Source: an optimization exercise on an open RTL-to-GDS flow (aim: small area, a short achievable clock period and few clock cycles per item). Production flows keep margins and buffers that such runs may drop.
RTL that was checked went through simulation tests only; none was proved equivalent to the original.
Power figures rest on the tool's default switching activity, not on a simulated workload.

==> job 9582 <==
==> flow/design.v (excerpt) <==
module multiplyer(
    clk,
    rst_n,
    A,
    B,
    result,
    start_sig,
    done_sig
);
Settings: LEC_CHECK=0, CAP_MARGIN=20, CORE_MARGIN=2, CORE_UTILIZATION=40, SETUP_SLACK_MARGIN=3.0, SLEW_MARGIN=20; clock period 8.0 ns.
standard.sh (not shown) runs the stock make flow with config.mk's settings and CLKGATE_MAP_FILE= SYNTH_SCRIPT=/design/flow/synth_recipe.tcl, a recipe that flattens the netlist after the stock synthesis.
==> flow/flow/run.sh <==
#!/bin/bash
export BUFFER_PORTS_ARGS="-buffer_cell sky130_fd_sc_hd__buf_2"
bash standard.sh > standard.log 2>&1
==> job 7504 (differences from job 9582) <==
==> flow/flow/run.sh (replaced) <==
#!/bin/bash
set -uo pipefail
export BUFFER_PORTS_ARGS="-buffer_cell sky130_fd_sc_hd__buf_2"
bash standard.sh synth > synth.log 2>&1 || exit 1
R=$(sed -n 's/.*WORK_HOME=\([^ ]*\).*/\1/p' standard.sh | head -1)/results/$FLOW_PLATFORM/multiplyer/base
cp $R/1_2_yosys.v yosys_orig.v
python3 flow/polopt.py yosys_orig.v yosys_pol.v > polopt.log 2>&1
cat > equiv.ys <<EOS
read_liberty -ignore_miss_func $FLOW_HOME/platforms/$FLOW_PLATFORM/lib/sky130_fd_sc_hd__tt_025C_1v80.lib
read_verilog yosys_orig.v
rename $FLOW_TOP gold
read_verilog yosys_pol.v
rename $FLOW_TOP gate
rename -hide gold/w:* gold/x:* %d
rename -hide gate/w:* gate/x:* %d
rename -hide gold/c:_* gate/c:_*
equiv_make gold gate eq
hierarchy -top eq
flatten
async2sync
equiv_simple
equiv_status -assert
EOS
if yosys -s equiv.ys > equiv.log 2>&1; then
  cp yosys_pol.v $R/1_2_yosys.v
  rm -f $R/1_synth.odb
  echo "polarity rewrite used" >> polopt.log
else
  echo "equivalence failed; keeping synthesized netlist" >> polopt.log
fi
bash standard.sh > standard.log 2>&1
==> flow/flow/polopt.py (new file) <==
#!/usr/bin/env python3
"""Inverter minimisation on a mapped sky130 netlist by full-adder polarity.

A full adder is self-dual: FA(~a, ~b, ~c) = (~sum, ~cout).  Yosys's
extract_fa leaves many inverters between full adders; this pass chooses for
every fa_* cell whether it computes the true or the complemented signals so
that as few signals as possible need an inverter, then rewires the netlist
with at most one inverter per signal.  Flip-flops, ports and all other cells
are left as they are.

usage: polopt.py in.v out.v
"""
import re
import sys
import random
from collections import defaultdict

OUTPINS = {"X", "Y", "SUM", "COUT", "Q", "Q_N", "HI", "LO"}

src = open(sys.argv[1]).read()
cell_re = re.compile(r"^(\s*)(sky130_fd_sc_hd__\w+)\s+(\S+)\s*\((.*?)\);\n", re.S | re.M)
pin_re = re.compile(r"\.(\w+)\(([^()]*)\)")

cells = []   # dict(type, name, pins: list[(pin, net)], span)
for m in cell_re.finditer(src):
    pins = [(p, n.strip()) for p, n in pin_re.findall(m.group(4))]
    cells.append(dict(type=m.group(2), name=m.group(3), pins=pins, span=m.span()))

# ports
outports = set()
for m in re.finditer(r"^\s*output\s+(\[(\d+):(\d+)\]\s*)?(\S+?)\s*;", src, re.M):
    if m.group(1):
        hi, lo = int(m.group(2)), int(m.group(3))
        for i in range(min(hi, lo), max(hi, lo) + 1):
            outports.add(f"{m.group(4)}[{i}]")
    else:
        outports.add(m.group(4))

driver = {}
for ci, c in enumerate(cells):
    for p, n in c["pins"]:
        if p in OUTPINS:
            driver[n] = (ci, p)

is_inv = lambda c: re.match(r"sky130_fd_sc_hd__inv_\d+$", c["type"]) is not None
is_fa = lambda c: re.match(r"sky130_fd_sc_hd__fa_\d+$", c["type"]) is not None

removable = set()
for ci, c in enumerate(cells):
    if is_inv(c):
        y = dict(c["pins"])["Y"]
        if y not in outports:
            removable.add(ci)


def base(n):
    pol = 0
    seen = 0
    while n in driver and driver[n][0] in removable:
        ci = driver[n][0]
        n = dict(cells[ci]["pins"])["A"]
        pol ^= 1
        seen += 1
        if seen > 100:
            raise Exception("inverter loop")
    return n, pol


# consumers: (cell index, pin index, base, pol)
cons = defaultdict(list)   # base -> list of (ci, pi, pol)
for ci, c in enumerate(cells):
    if ci in removable:
        continue
    for pi, (p, n) in enumerate(c["pins"]):
        if p in OUTPINS:
            continue
        if n.startswith("1'") or n == "":
            continue
        b, pol = base(n)
        cons[b].append((ci, pi, pol))

fa_cells = [ci for ci, c in enumerate(cells) if is_fa(c)]
flip = defaultdict(int)

# the base nets driven by each FA and the bases each FA reads
fa_out = {ci: [n for p, n in cells[ci]["pins"] if p in OUTPINS] for ci in fa_cells}
fa_in_bases = defaultdict(set)
for b, lst in cons.items():
    for ci, pi, pol in lst:
        if ci in flip or is_fa(cells[ci]):
            fa_in_bases[ci].add(b)


def phys(b):
    d = driver.get(b)
    if d and is_fa(cells[d[0]]):
        return flip[d[0]]
    return 0


def cost(b):
    ph = phys(b)
    for ci, pi, pol in cons.get(b, ()):
        req = pol ^ (flip[ci] if is_fa(cells[ci]) else 0)
        if req != ph:
            return 1
    return 0


def affected(ci):
    return set(fa_out[ci]) | fa_in_bases[ci]


total = sum(cost(b) for b in list(cons.keys()))
sys.stderr.write(f"removable inverters {len(removable)}, full adders {len(fa_cells)}, "
                 f"inverted signals before {total}\n")
improved = True
rounds = 0
while improved and rounds < 50:
    improved = False
    rounds += 1
    order = fa_cells[:]
    random.Random(rounds).shuffle(order)
    for ci in order:
        aff = affected(ci)
        before = sum(cost(b) for b in aff)
        flip[ci] ^= 1
        after = sum(cost(b) for b in aff)
        if after < before:
            improved = True
            total += after - before
        else:
            flip[ci] ^= 1
sys.stderr.write(f"inverted signals after {total} ({sum(flip[c] for c in fa_cells)} adders flipped)\n")

# rewrite
newpins = {ci: list(c["pins"]) for ci, c in enumerate(cells)}
newcells = []
newwires = []
k = 0
for b, lst in cons.items():
    ph = phys(b)
    invnet = None
    for ci, pi, pol in lst:
        req = pol ^ (flip[ci] if is_fa(cells[ci]) else 0)
        p, _ = newpins[ci][pi]
        if req == ph:
            newpins[ci][pi] = (p, b)
        else:
            if invnet is None:
                k += 1
                invnet = f"_polinv{k}_"
                newwires.append(invnet)
                newcells.append(f"  sky130_fd_sc_hd__inv_1 _polinvc{k}_ (\n    .A({b} ),\n    .Y({invnet} )\n  );\n")
            newpins[ci][pi] = (p, invnet)

out = []
pos = 0
for ci, c in enumerate(cells):
    s, e = c["span"]
    out.append(src[pos:s])
    pos = e
    if ci in removable:
        continue
    m = cell_re.match(src, s)
    ind = m.group(1)
    body = ",\n".join(f"    .{p}({n} )" for p, n in newpins[ci])
    out.append(f"{ind}{c['type']} {c['name']} (\n{body}\n  );\n")
tail = src[pos:]
i = tail.rfind("endmodule")
out.append(tail[:i] + "".join(newcells) + tail[i:])
text = "".join(out)
# declare the new wires after the module header
decl = "".join(f"  wire {w};\n" for w in newwires)
j = text.index(");", text.index("module")) + 3
text = text[:j] + decl + text[j:]
open(sys.argv[2], "w").write(text)
--- a/flow/config.mk
+++ b/flow/config.mk
@@ -10,3 +10,3 @@
 export CORE_UTILIZATION = 40
-export SETUP_SLACK_MARGIN = 3.0
+export SETUP_SLACK_MARGIN = 2.5
 export SLEW_MARGIN = 20
==> comparison table <==
| metric | job 9582 | job 7504 |
|---|---|---|
| Synth Instances | 1092 | 977 |
| Fillers | 2288 | 2217 |
| Switch share | 50.2% | 50.8% |
| Layout cells sized above 1 | 14.1% | 13.5% |
| Total track usage | 20.0% | 20.6% |
| Final RePlAce weighted congestion | 0.809 | 0.851 |
| Clk network pwr share | 10.2% | 8.7% |
| Total number of multi-input combinational cells | 775 | 773 |
| Cell Rows | 56 | 55 |
| Net count reported at finish | 1501 | 1371 |
| Netlist Area Pre-Place | 0.00970 sq mm | 0.00927 sq mm |
| Maximum operating frequency | 203 MHz | 191 MHz |
| Finished layout cell area | 0.0112 sq mm | 0.0104 sq mm |
| Longest individual stage delay on the worst path | 0.41 ns | 0.39 ns |
| Die Footprint | 0.0255 sq mm | 0.0244 sq mm |
| Worst reg-to-reg path cell count | 15 | 16 |
| Number of well taps | 319 | 285 |
| Power drawn by the clock network | 0.467 mW | 0.371 mW |
| Number of gates on the worst path with buffers counted | 14 | 13 |
| Power density over the cells | 408 mW/mm^2 | 408 mW/mm^2 |
| Avg Vias per Cell | 5.04 | 5.21 |
| Status | timing/DRC/antenna clean | timing/DRC/antenna clean |
| Overall via count from detail_route | 7653 | 7054 |
| Met2 Use GR | 34.7% | 36.5% |
| Final setup margin | 3.09 ns | 2.77 ns |
Testbench counts of job 9582, summed over its fixed seeds: cycles 6,400, items 1,600.
Testbench counts of job 7504, summed over its fixed seeds: cycles 6,400, items 1,600.

========
==> inputs of v33 <==
multiplyer, a different RTL version from the one above (not shown whole).
// multiplyer
module multiplyer(
    clk,
    rst_n,
    A,
    B,
    result,
    start_sig,
    done_sig
);
==> flow/config.mk <==
export PLATFORM = sky130hd
export DESIGN_NAME = multiplyer
export DESIGN_NICKNAME = multiplyer
export VERILOG_FILES = /design/flow/design.v
export SDC_FILE = /design/flow/constraint.sdc
export NUM_CORES = 4
export LEC_CHECK = 0
export CAP_MARGIN = 20
export CORE_MARGIN = 2
export CORE_UTILIZATION = 40
export SETUP_SLACK_MARGIN = 3.4
export SLEW_MARGIN = 20
==> flow/constraint.sdc <==
create_clock -name core_clock -period 8.0 [get_ports {clk}]
set_input_delay 1.6000 -clock core_clock [delete_from_list [all_inputs] [get_ports {clk}]]
set_output_delay 1.6000 -clock core_clock [all_outputs]
set_load 0.01 [all_outputs]
==> flow/flow/run.sh <==
#!/bin/bash
export BUFFER_PORTS_ARGS="-buffer_cell sky130_fd_sc_hd__buf_2"
bash standard.sh > standard.log 2>&1
==> v1: changes against v33 <==
==> flow/run.sh (new file) <==
#!/bin/bash
# synth_recipe.tcl (not shown) runs the flow's synth.tcl, then flattens the netlist and writes it again
# the make line also repeats each setting of config.mk as NAME=value (left out here)
make -C /OpenROAD-flow-scripts/flow DESIGN_CONFIG=/design/flow/config.mk WORK_HOME=/design/flow/orfs CLKGATE_MAP_FILE= SYNTH_SCRIPT=/design/flow/synth_recipe.tcl finish
Settings changed: SETUP_SLACK_MARGIN 3.4 to not set.
removed: flow/flow/run.sh
removed: flow/standard.sh
==> summary of the runs <==
Against v33, the worst setup slack of v1 is worse by 0.90 ns. Synthesized area is the same in v1 and v33. Against v33, the maximum frequency of v1 is smaller by about 15%. Sequential share of layout area is about the same in v1 and v33. Total power: v33 is larger than v1 (about 4.3%).
==> figures <==
	v33	v1
Result of the run	complete, no violations	complete, no violations
Global-route wire length before repair	35.60 mm	34.52 mm
Remaining max-slew budget at the tightest pin	26.26%	35.14%
Worst R2R End	rY[17]$_DFF_P_	rC$_DFF_P_
Number of buffers and inverters on the critical path	4	2
Buffer share of cell area	8.006%	10.72%
Power of the combinational group	3000 µW	2870 µW
Final design area excluding fillers	9956 µm²	9921 µm²
Cell-internal power	2006 µW	2003 µW
Slew at the pin closest to its max-slew limit	1.098 ns	0.9659 ns
Area of combinational cells with multiple inputs	6598 µm²	6326 µm²
No functional check of the RTL was part of any run of this note.

==> afterwards: timing with drivers on the ports <==
In the flow no input, the clock included, has a driving cell. The finished layouts below were timed again as built, in two steps. Step 1 sets driving cells, clkbuf_16 on the clock port and buf_2 on the other inputs (assumed; they add their load-dependent delay and slew). Step 2 adds t to the input delays and takes it off the output delays; t is the mean of the earliest and latest rising clock arrival at the registers after step 1. Input paths then give back, and output paths get back, about the clock's delay inside the block. a / b / c = ideal ports / drivers / drivers and shift; a / b = the first two.
| run | shift t [ns] | setup WS [ns] | worst register clock-pin slew, ns | pins driven straight from the clock port |
|---|---|---|---|---|
| job 9582 | 0.383 | 3.085 / 3.041 / 2.963 | 0.07 / 0.07 | 1 |
| job 7504 | 0.382 | 2.769 / 2.722 / 2.830 | 0.06 / 0.06 | 1 |
| v33 | 0.385 | 2.937 / 2.889 / 3.273 | 0.06 / 0.06 | 1 |
| v1 | 0.388 | 2.038 / 1.991 / 2.379 | 0.06 / 0.06 | 1 |
After both steps setup and hold are still met in every run listed. For job 9582, which loses most, drivers alone change the setup slack by -0.044 ns; drivers and shift together by -0.122 ns.
